This design comes from an exercise in tuning for small area and a short achievable clock period on the open sky130 flow, not from production work. The RTL of this run was laid out without a check of its function. In this run the design's own scripts or RTL, not TritonCTS, make the clock network. The flow treats the clock pin as an ideal source. Dropping or thinning the clock tree relies on that and would not hold on a real chip. Power and IR drop assume default switching activity.

--- design/flow/config.mk ---
export PLATFORM = sky130hd
export DESIGN_NAME = alu4_top
export DESIGN_NICKNAME = alu4_top
export VERILOG_FILES = /design/flow/design.v
export SDC_FILE = /design/flow/constraint.sdc
export NUM_CORES = 4
export LEC_CHECK = 0
export CAP_MARGIN = 20
export CORE_MARGIN = 2
export CORE_UTILIZATION = 20
export SLEW_MARGIN = 20
export SYNTH_HIERARCHICAL = 1
export SYNTH_MINIMUM_KEEP_SIZE = 0
--- design/flow/design.v ---
module alu4_top (
  input  wire        clk,
  input  wire [13:0] i,
  output wire [7:0]  o
);
  reg  [13:0] a_q;
  reg  [7:0]  y_q;
  wire [7:0]  y_c;
  alu4 u_alu4 (
    .i_0_(a_q[0]),
    .i_1_(a_q[1]),
    .i_2_(a_q[2]),
    .i_3_(a_q[3]),
    .i_4_(a_q[4]),
    .i_5_(a_q[5]),
    .i_6_(a_q[6]),
    .i_7_(a_q[7]),
    .i_8_(a_q[8]),
    .i_9_(a_q[9]),
    .i_10_(a_q[10]),
    .i_11_(a_q[11]),
    .i_12_(a_q[12]),
    .i_13_(a_q[13]),
    .o_0_(y_c[0]),
    .o_1_(y_c[1]),
    .o_2_(y_c[2]),
    .o_3_(y_c[3]),
    .o_4_(y_c[4]),
    .o_5_(y_c[5]),
    .o_6_(y_c[6]),
    .o_7_(y_c[7])
  );
  always @(posedge clk) begin
    a_q <= i;
    y_q <= y_c;
  end
  assign o = y_q;
endmodule

module alu4 (
	i_9_, i_10_, i_7_, i_8_, i_5_, i_6_, i_3_, i_13_,
	i_4_, i_12_, i_1_, i_11_, i_2_, i_0_, o_1_, o_2_, o_0_, o_7_,
	o_5_, o_6_, o_3_, o_4_);
input i_9_;
input i_10_;
input i_7_;
input i_8_;
input i_5_;
input i_6_;
input i_3_;
input i_13_;
input i_4_;
input i_12_;
input i_1_;
input i_11_;
input i_2_;
input i_0_;
output o_1_;
output o_2_;
output o_0_;
output o_7_;
output o_5_;
output o_6_;
output o_3_;
output o_4_;
wire new_n23;
wire new_n24;
wire new_n25;
wire new_n26;
wire new_n27;
wire new_n28;
wire new_n29;
wire new_n30;
wire new_n31;
wire new_n32;
wire new_n34;
wire new_n35;
wire new_n36;
wire new_n37;
wire new_n38;
wire new_n39;
wire new_n40;
wire new_n41;
wire new_n42;
wire new_n43;
wire new_n44;
wire new_n45;
wire new_n46;
wire new_n47;
wire new_n48;
wire new_n49;
wire new_n50;
wire new_n51;
wire new_n53;
wire new_n55;
wire new_n56;
wire new_n57;
wire new_n58;
wire new_n59;
wire new_n60;
wire new_n61;
wire new_n62;
wire new_n63;
wire new_n64;
wire new_n65;
wire new_n67;
wire new_n70;
  g_inv g00 (.A(i_9_), .Y(new_n23));
  g_nand2 g01 (.A(new_n23), .B(i_8_), .Y(new_n24));
  g_o211ai g02 (.A1(i_10_), .A2(i_8_), .B1(i_3_), .C1(new_n24), .Y(new_n25));
  g_inv g03 (.A(i_11_), .Y(new_n26));
  g_a21oi g04 (.A1(i_8_), .A2(i_12_), .B1(i_3_), .Y(new_n27));
  g_o21ai g05 (.A1(i_8_), .A2(new_n26), .B1(new_n27), .Y(new_n28));
  g_inv g06 (.A(i_13_), .Y(new_n29));
  g_nand2 g07 (.A(new_n29), .B(i_4_), .Y(new_n30));
  g_a21oi g08 (.A1(new_n25), .A2(new_n28), .B1(new_n30), .Y(new_n31));
  g_nand3 g09 (.A(new_n25), .B(new_n28), .C(new_n30), .Y(new_n32));
  g_and2b g10 (.A_N(new_n31), .B(new_n32), .X(o_1_));
  g_o21ai g11 (.A1(i_10_), .A2(i_7_), .B1(i_2_), .Y(new_n34));
  g_a21oi g12 (.A1(new_n23), .A2(i_7_), .B1(new_n34), .Y(new_n35));
  g_or2 g13 (.A(i_6_), .B(new_n26), .X(new_n36));
  g_inv g14 (.A(i_1_), .Y(new_n37));
  g_nand2 g15 (.A(i_6_), .B(i_12_), .Y(new_n38));
  g_nand3 g16 (.A(new_n36), .B(new_n37), .C(new_n38), .Y(new_n39));
  g_nor2 g17 (.A(i_7_), .B(new_n26), .Y(new_n40));
  g_nor2 g18 (.A(i_2_), .B(new_n40), .Y(new_n41));
  g_nand2 g19 (.A(i_7_), .B(i_12_), .Y(new_n42));
  g_nand2 g20 (.A(new_n41), .B(new_n42), .Y(new_n43));
  g_o211ai g21 (.A1(new_n28), .A2(new_n35), .B1(new_n39), .C1(new_n43), .Y(new_n44));
  g_o21ai g22 (.A1(i_10_), .A2(i_5_), .B1(i_0_), .Y(new_n45));
  g_a21oi g23 (.A1(new_n23), .A2(i_5_), .B1(new_n45), .Y(new_n46));
  g_o21ai g24 (.A1(i_10_), .A2(i_6_), .B1(i_1_), .Y(new_n47));
  g_a21oi g25 (.A1(new_n23), .A2(i_6_), .B1(new_n47), .Y(new_n48));
  g_nor2 g26 (.A(new_n46), .B(new_n48), .Y(new_n49));
  g_nor2 g27 (.A(i_5_), .B(new_n26), .Y(new_n50));
  g_a211oi g28 (.A1(i_5_), .A2(i_12_), .B1(i_0_), .C1(new_n50), .Y(new_n51));
  g_a21oi g29 (.A1(new_n44), .A2(new_n49), .B1(new_n51), .Y(o_2_));
  g_inv g30 (.A(new_n35), .Y(new_n53));
  g_nand3 g31 (.A(new_n49), .B(new_n25), .C(new_n53), .Y(o_0_));
  g_nand3 g32 (.A(new_n32), .B(new_n29), .C(new_n25), .Y(new_n55));
  g_a21oi g33 (.A1(new_n41), .A2(new_n42), .B1(new_n35), .Y(new_n56));
  g_nand2 g34 (.A(new_n55), .B(new_n56), .Y(new_n57));
  g_nand3 g35 (.A(new_n57), .B(new_n29), .C(new_n53), .Y(new_n58));
  g_a31oi g36 (.A1(new_n36), .A2(new_n37), .A3(new_n38), .B1(new_n48), .Y(new_n59));
  g_nand2 g37 (.A(new_n58), .B(new_n59), .Y(new_n60));
  g_inv g38 (.A(new_n48), .Y(new_n61));
  g_nor2 g39 (.A(new_n46), .B(new_n51), .Y(new_n62));
  g_a31o g40 (.A1(new_n60), .A2(new_n29), .A3(new_n61), .B1(new_n62), .X(new_n63));
  g_nand4 g41 (.A(new_n60), .B(new_n29), .C(new_n61), .D(new_n62), .Y(new_n64));
  g_or2 g42 (.A(new_n59), .B(new_n58), .X(new_n65));
  g_xor2 g43 (.A(new_n56), .B(new_n55), .X(o_6_));
  g_nand4 g44 (.A(new_n65), .B(o_1_), .C(new_n60), .D(o_6_), .Y(new_n67));
  g_a21oi g45 (.A1(new_n63), .A2(new_n64), .B1(new_n67), .Y(o_7_));
  g_and2 g46 (.A(new_n65), .B(new_n60), .X(o_5_));
  g_inv g47 (.A(i_4_), .Y(new_n70));
  g_o21ai g48 (.A1(new_n70), .A2(o_0_), .B1(o_2_), .Y(o_3_));
  g_nand2 g49 (.A(new_n63), .B(new_n64), .Y(o_4_));
endmodule
module g_a211oi (A1, A2, B1, C1, Y);
  input A1;
  input A2;
  input B1;
  input C1;
  output Y;
  assign Y = (~A1&~B1&~C1) | (~A2&~B1&~C1);
endmodule
module g_a21oi (A1, A2, B1, Y);
  input A1;
  input A2;
  input B1;
  output Y;
  assign Y = (~A1&~B1) | (~A2&~B1);
endmodule
module g_a31o (A1, A2, A3, B1, X);
  input A1;
  input A2;
  input A3;
  input B1;
  output X;
  assign X = (A1&A2&A3) | (B1);
endmodule
module g_a31oi (A1, A2, A3, B1, Y);
  input A1;
  input A2;
  input A3;
  input B1;
  output Y;
  assign Y = (~A1&~B1) | (~A2&~B1) | (~A3&~B1);
endmodule
module g_and2 (A, B, X);
  input A;
  input B;
  output X;
  assign X = (A&B);
endmodule
module g_and2b (A_N, B, X);
  input A_N;
  input B;
  output X;
  assign X = (~A_N&B);
endmodule
module g_inv (A, Y);
  input A;
  output Y;
  assign Y = (~A);
endmodule
module g_nand2 (A, B, Y);
  input A;
  input B;
  output Y;
  assign Y = (~A) | (~B);
endmodule
module g_nand3 (A, B, C, Y);
  input A;
  input B;
  input C;
  output Y;
  assign Y = (~A) | (~B) | (~C);
endmodule
module g_nand4 (A, B, C, D, Y);
  input A;
  input B;
  input C;
  input D;
  output Y;
  assign Y = (~A) | (~B) | (~C) | (~D);
endmodule
module g_nor2 (A, B, Y);
  input A;
  input B;
  output Y;
  assign Y = (~A&~B);
endmodule
module g_o211ai (A1, A2, B1, C1, Y);
  input A1;
  input A2;
  input B1;
  input C1;
  output Y;
  assign Y = (~A1&~A2) | (~B1) | (~C1);
endmodule
module g_o21ai (A1, A2, B1, Y);
  input A1;
  input A2;
  input B1;
  output Y;
  assign Y = (~A1&~A2) | (~B1);
endmodule
module g_or2 (A, B, X);
  input A;
  input B;
  output X;
  assign X = (A) | (B);
endmodule
module g_xor2 (A, B, X);
  input A;
  input B;
  output X;
  assign X = (A&~B) | (~A&B);
endmodule
--- design/flow/standard.sh ---
#!/bin/bash
# synth_recipe.tcl (not shown) runs the flow's synth.tcl, then flattens the netlist and writes it again
# the make line also repeats each setting of config.mk as NAME=value (left out here)
make -C /OpenROAD-flow-scripts/flow DESIGN_CONFIG=/design/flow/config.mk WORK_HOME=/design/flow/orfs CLKGATE_MAP_FILE= SYNTH_SCRIPT=/design/flow/synth_recipe.tcl "${@:-finish}"
--- design/flow/flow/clk_tree.tcl ---
# Output port buffers set to $OUTBUF (if given).
# Clock tree: one $CLKBUF between the clock port and every register clock pin,
# placed at the centre of the registers, then legalised.
set plat $::env(FLOW_HOME)/platforms/$::env(FLOW_PLATFORM)
read_liberty $plat/lib/sky130_fd_sc_hd__tt_025C_1v80.lib
read_db $::env(RES)/3_place.odb
read_sdc $::env(RES)/3_place.sdc
set block [ord::get_db_block]
set clknet [$block findNet clk]
set master [[ord::get_db] findMaster $::env(CLKBUF)]
if {[info exists ::env(OUTBUF)]} {
  set ob [[ord::get_db] findMaster $::env(OUTBUF)]
  foreach bt [$block getBTerms] {
    if {[$bt getIoType] ne "OUTPUT"} continue
    set drv [[$bt getNet] getFirstOutput]
    if {$drv ne "NULL"} { [$drv getInst] swapMaster $ob; puts "output buffer [[$drv getInst] getName] -> $::env(OUTBUF)" }
  }
}
set buf [odb::dbInst_create $block $master clkbuf_root]
set leaf [odb::dbNet_create $block clknet_root]
$leaf setSigType CLOCK
$clknet setSigType CLOCK
set sx 0; set sy 0; set n 0
foreach it [$clknet getITerms] {
  set inst [$it getInst]
  set loc [$inst getLocation]
  set sx [expr {$sx + [lindex $loc 0]}]; set sy [expr {$sy + [lindex $loc 1]}]; incr n
  set mt [$it getMTerm]
  $it disconnect
  $it connect $leaf
}
puts "moved $n clock sinks to clknet_root"
[$buf findITerm A] connect $clknet
[$buf findITerm X] connect $leaf
$buf setLocation [expr {$sx / $n}] [expr {$sy / $n}]
$buf setPlacementStatus PLACED
global_connect
set_propagated_clock [all_clocks]
detailed_placement
check_placement -verbose
source $plat/setRC.tcl
estimate_parasitics -placement
report_clock_skew
report_checks -path_delay min_max
write_db $::env(RES)/4_1_cts.odb
write_sdc -no_timestamp $::env(RES)/4_cts.sdc
--- design/flow/constraint.sdc ---
create_clock -name core_clock -period 5.0 [get_ports {clk}]
set_input_delay 1.0000 -clock core_clock [delete_from_list [all_inputs] [get_ports {clk}]]
set_output_delay 1.0000 -clock core_clock [all_outputs]
set_load 0.01 [all_outputs]
--- design/flow/flow/run.sh ---
#!/bin/bash
# Standard ORFS layout with buf_1 port buffers, except clock tree synthesis:
# the clock reaches all registers through a single clock buffer (clk_tree.tcl).
set -e
export BUFFER_PORTS_ARGS="-buffer_cell sky130_fd_sc_hd__buf_1"
export PRE_FLOORPLAN_TCL=$(pwd)/flow/downsize.tcl
bash standard.sh place > standard_place.log 2>&1
RES=$(pwd)/orfs/results/$FLOW_PLATFORM/alu4_top/base
export RES
export CLKBUF=sky130_fd_sc_hd__buf_12
export OUTBUF=sky130_fd_sc_hd__buf_2
openroad -no_init -exit flow/clk_tree.tcl > clk_tree.log 2>&1
bash standard.sh > standard_finish.log 2>&1
--- design/flow/flow/downsize.tcl ---
# Before floorplanning: put every combinational cell that synthesis upsized
# back to its drive-1 variant (timing repair later upsizes where it must).
set n 0
foreach inst [[ord::get_db_block] getInsts] {
  set m [[$inst getMaster] getName]
  if {[regexp {^(sky130_fd_sc_hd__[a-z0-9]+)_([0-9]+)$} $m -> base drive] && $drive > 1 && ![string match *df* $base]} {
    set small [[ord::get_db] findMaster ${base}_1]
    if {$small ne "NULL"} {
      $inst swapMaster $small
      incr n
    }
  }
}
puts "downsize: $n cells set to drive 1"
==> impl_metrics.yaml <==
outcome:
  status: "timing/DRC/antenna clean"
detailed_routing:
  drtAntennaViolNets: 0
  wirelength_mm: 1.14
  first_pass_iters: 4
  viasPerCell: 3.62
  drt-initial-drc-count: 7
  vias: 510
  wl_per_cell_microns: 8.08
  remaining_drc_errors: 0
sta:
  hold_viol_final: 0
  fmax_mhz: 618
  setup_viol: 0
  fin_skew_ps: 2.99
  final_max_slew_viol_count: 0
  fin_crit_ps: 1620
  tns_ps: 0
  min_period_over_period_pct: 32.4
  tightest_slew_ps: 296
  maxSlewHeadroom_pct: 80.1
  rsz0062_at_grt: "false"
floorplan:
  core-area_sq_um: 3310
  die_h_microns: 62.7
  chipWidth_microns: 62.7
  die_area_sq_um: 3930
  initial_utilization_pct: 20.8
  ioPinCount: 23
  fp-row-count: 21
setup_path:
  slowest_stage: "dfxtp_1"
  worstSetupEndpointType: "register"
  critical_path.cell_chain: "inv_1, nand2_1, o211ai_1, nand3_1, nand3_1, nand2_1, nand3_1, nand2_1, a31o_1, a21oi_1"
  path_max_fanout: 4
  cpPeakStageDelay_ps: 300
  critPathArrivalTime_ps: 1670
  start_kind: "register"
  critPathKind: "reg -> reg"
  required_ps: 5050
power_and_ir_drop:
  power_density_nw_per_um2: 358
  ir_drop_mv: 0.123
  p_leak_nw: 0.356
grt:
  antenna_found_initial: 0
  track_usage_pct: 5.45
  grt_pass1_vias: 475
  grt_max_degree: 23
  grt_pass1_wl_mm: 1.91
  grt-ovfl-total: 0
logic_synthesis:
  syn_nets: 87
  synth_cells: 72
  yosysWarnings: 7
place:
  gp_congestion: 0.863
  portBuffers: 22
  dp_cells: 140
  placed_cell_area_sq_um: 830
  dp_hpwl_microns: 959
layout:
  fillers: 378
  drive_above_1_share_pct: 9.47
  final_cells: 141
  regArea_sq_um: 440
  insertedDiodeCount: 0
  fin_nets: 112
  stdcell_area_sq_um: 860
  multi_input_area_sq_um: 223
clock_network:
  insertion_delay_ps: 120
  clk_pin_slew_ps: 80
job:
  cap_violations: 0
min_path:
  hold_class: "reg -> reg"
[worst max-delay path: cells and delay by family, from the launching register on]
| kind | cells | cell delay (ps) |
|---|---|---|
| and+or+nand+nor | 6 | 610 |
| AOI/OAI and AO/OA | 3 | 520 |
| DFF | 1 | 300 |
| buffers and inverters | 1 | 110 |
[routing by layer]
metal / up-vias / part of all wire (%) / routed length [microns] / global-route usage, %
li1: 287 / - / - / -
met5: - / 0 / 0 / 0
met3: 0 / 9.6 / 109 / 1.62
met2: 20 / 40 / 458 / 8.33
met4: 0 / 0 / 0 / 0
met1: 203 / 50 / 571 / 8.05
[registers in the layout (all words and copies together) (netlist names)]
name / count
y_q: 8
a_q: 14
[path summary, 6_finish.rpt]
| kind | startpoint | slack (ps) | end | cells past startpoint |
|---|---|---|---|---|
| max | a_q[9]$_DFF_P_ | 3380 | y_q[7]$_DFF_P_ | 10 |
| min reg2reg | a_q[4]$_DFF_P_ | 450 | y_q[3]$_DFF_P_ | 2 |
| min | a_q[4]$_DFF_P_ | 450 | y_q[3]$_DFF_P_ | 2 |
| max reg2reg | a_q[9]$_DFF_P_ | 3380 | y_q[7]$_DFF_P_ | 10 |
[through the flow]
stage | setup WS (ps) | hold slack (ps) | power [mW] | utilization (%)
global placement | 3490 | 442 | 0.238 | 25.1
detailed placement | 3410 | 443 | 0.239 | 25.1
global route | 3210 | 496 | 0.325 | 26.0
finish | 3380 | 447 | 0.308 | 26.0
floorplan | 3560 | 422 | 0.224 | -
[layout by cell type, fill, tap and decap left out, types with 2 or more instances in the layout]
cell type,instances
a21oi_1,8
o211ai_1,2
or2_1,2
nand2_1,8
buf_1,14
dfxtp_1,22
nand4_1,2
nor2_1,5
nand3_1,5
buf_2,8
inv_1,7
o21ai_1,5
[cell type report]
| class | instances | share of cell area, % |
|---|---|---|
| flip-flops and latches | 22 | 51.2 |
| well taps | 46 | 6.70 |
| plain buffers | 1 | 2.33 |
| inverters | 7 | 3.06 |
| multi-input cells | 43 | 25.9 |
| repair buffers | 22 | 10.8 |
[where the power goes]
group	switching (mW)	total, mW	leakage [nW]	internal, mW
combinational	0.0236	0.0412	0.161	0.0176
sequential	0.00537	0.195	0.185	0.190
clock	0.0386	0.0711	0.00940	0.0325

-- re-timing with driven ports --
How much do the figures lean on ideal ports? The routed layout below was timed once more, with nothing changed but the port constraints. Step 1, drivers: a clkbuf_16 drives clk and a buf_2 each remaining input, both assumed. Step 2 times the ports against the registers' clock, not the clock port: input delays grow and output delays shrink by t, the midpoint of the rising clock arrivals with the driver on. Slacks: no drivers / after step 1 / after step 2; pairs: no drivers / after step 1.
t, ns: 0.144
setup slack, ns: 3.381 / 3.381 / 3.381
worst hold slack (ns): 0.447 / 0.447 / 0.447
worst slew at a driven data input, ns: 0.03
After both steps this run still meets setup and hold. For this run, drivers alone change the setup slack by 0.000 ns; drivers and shift together by 0.000 ns.
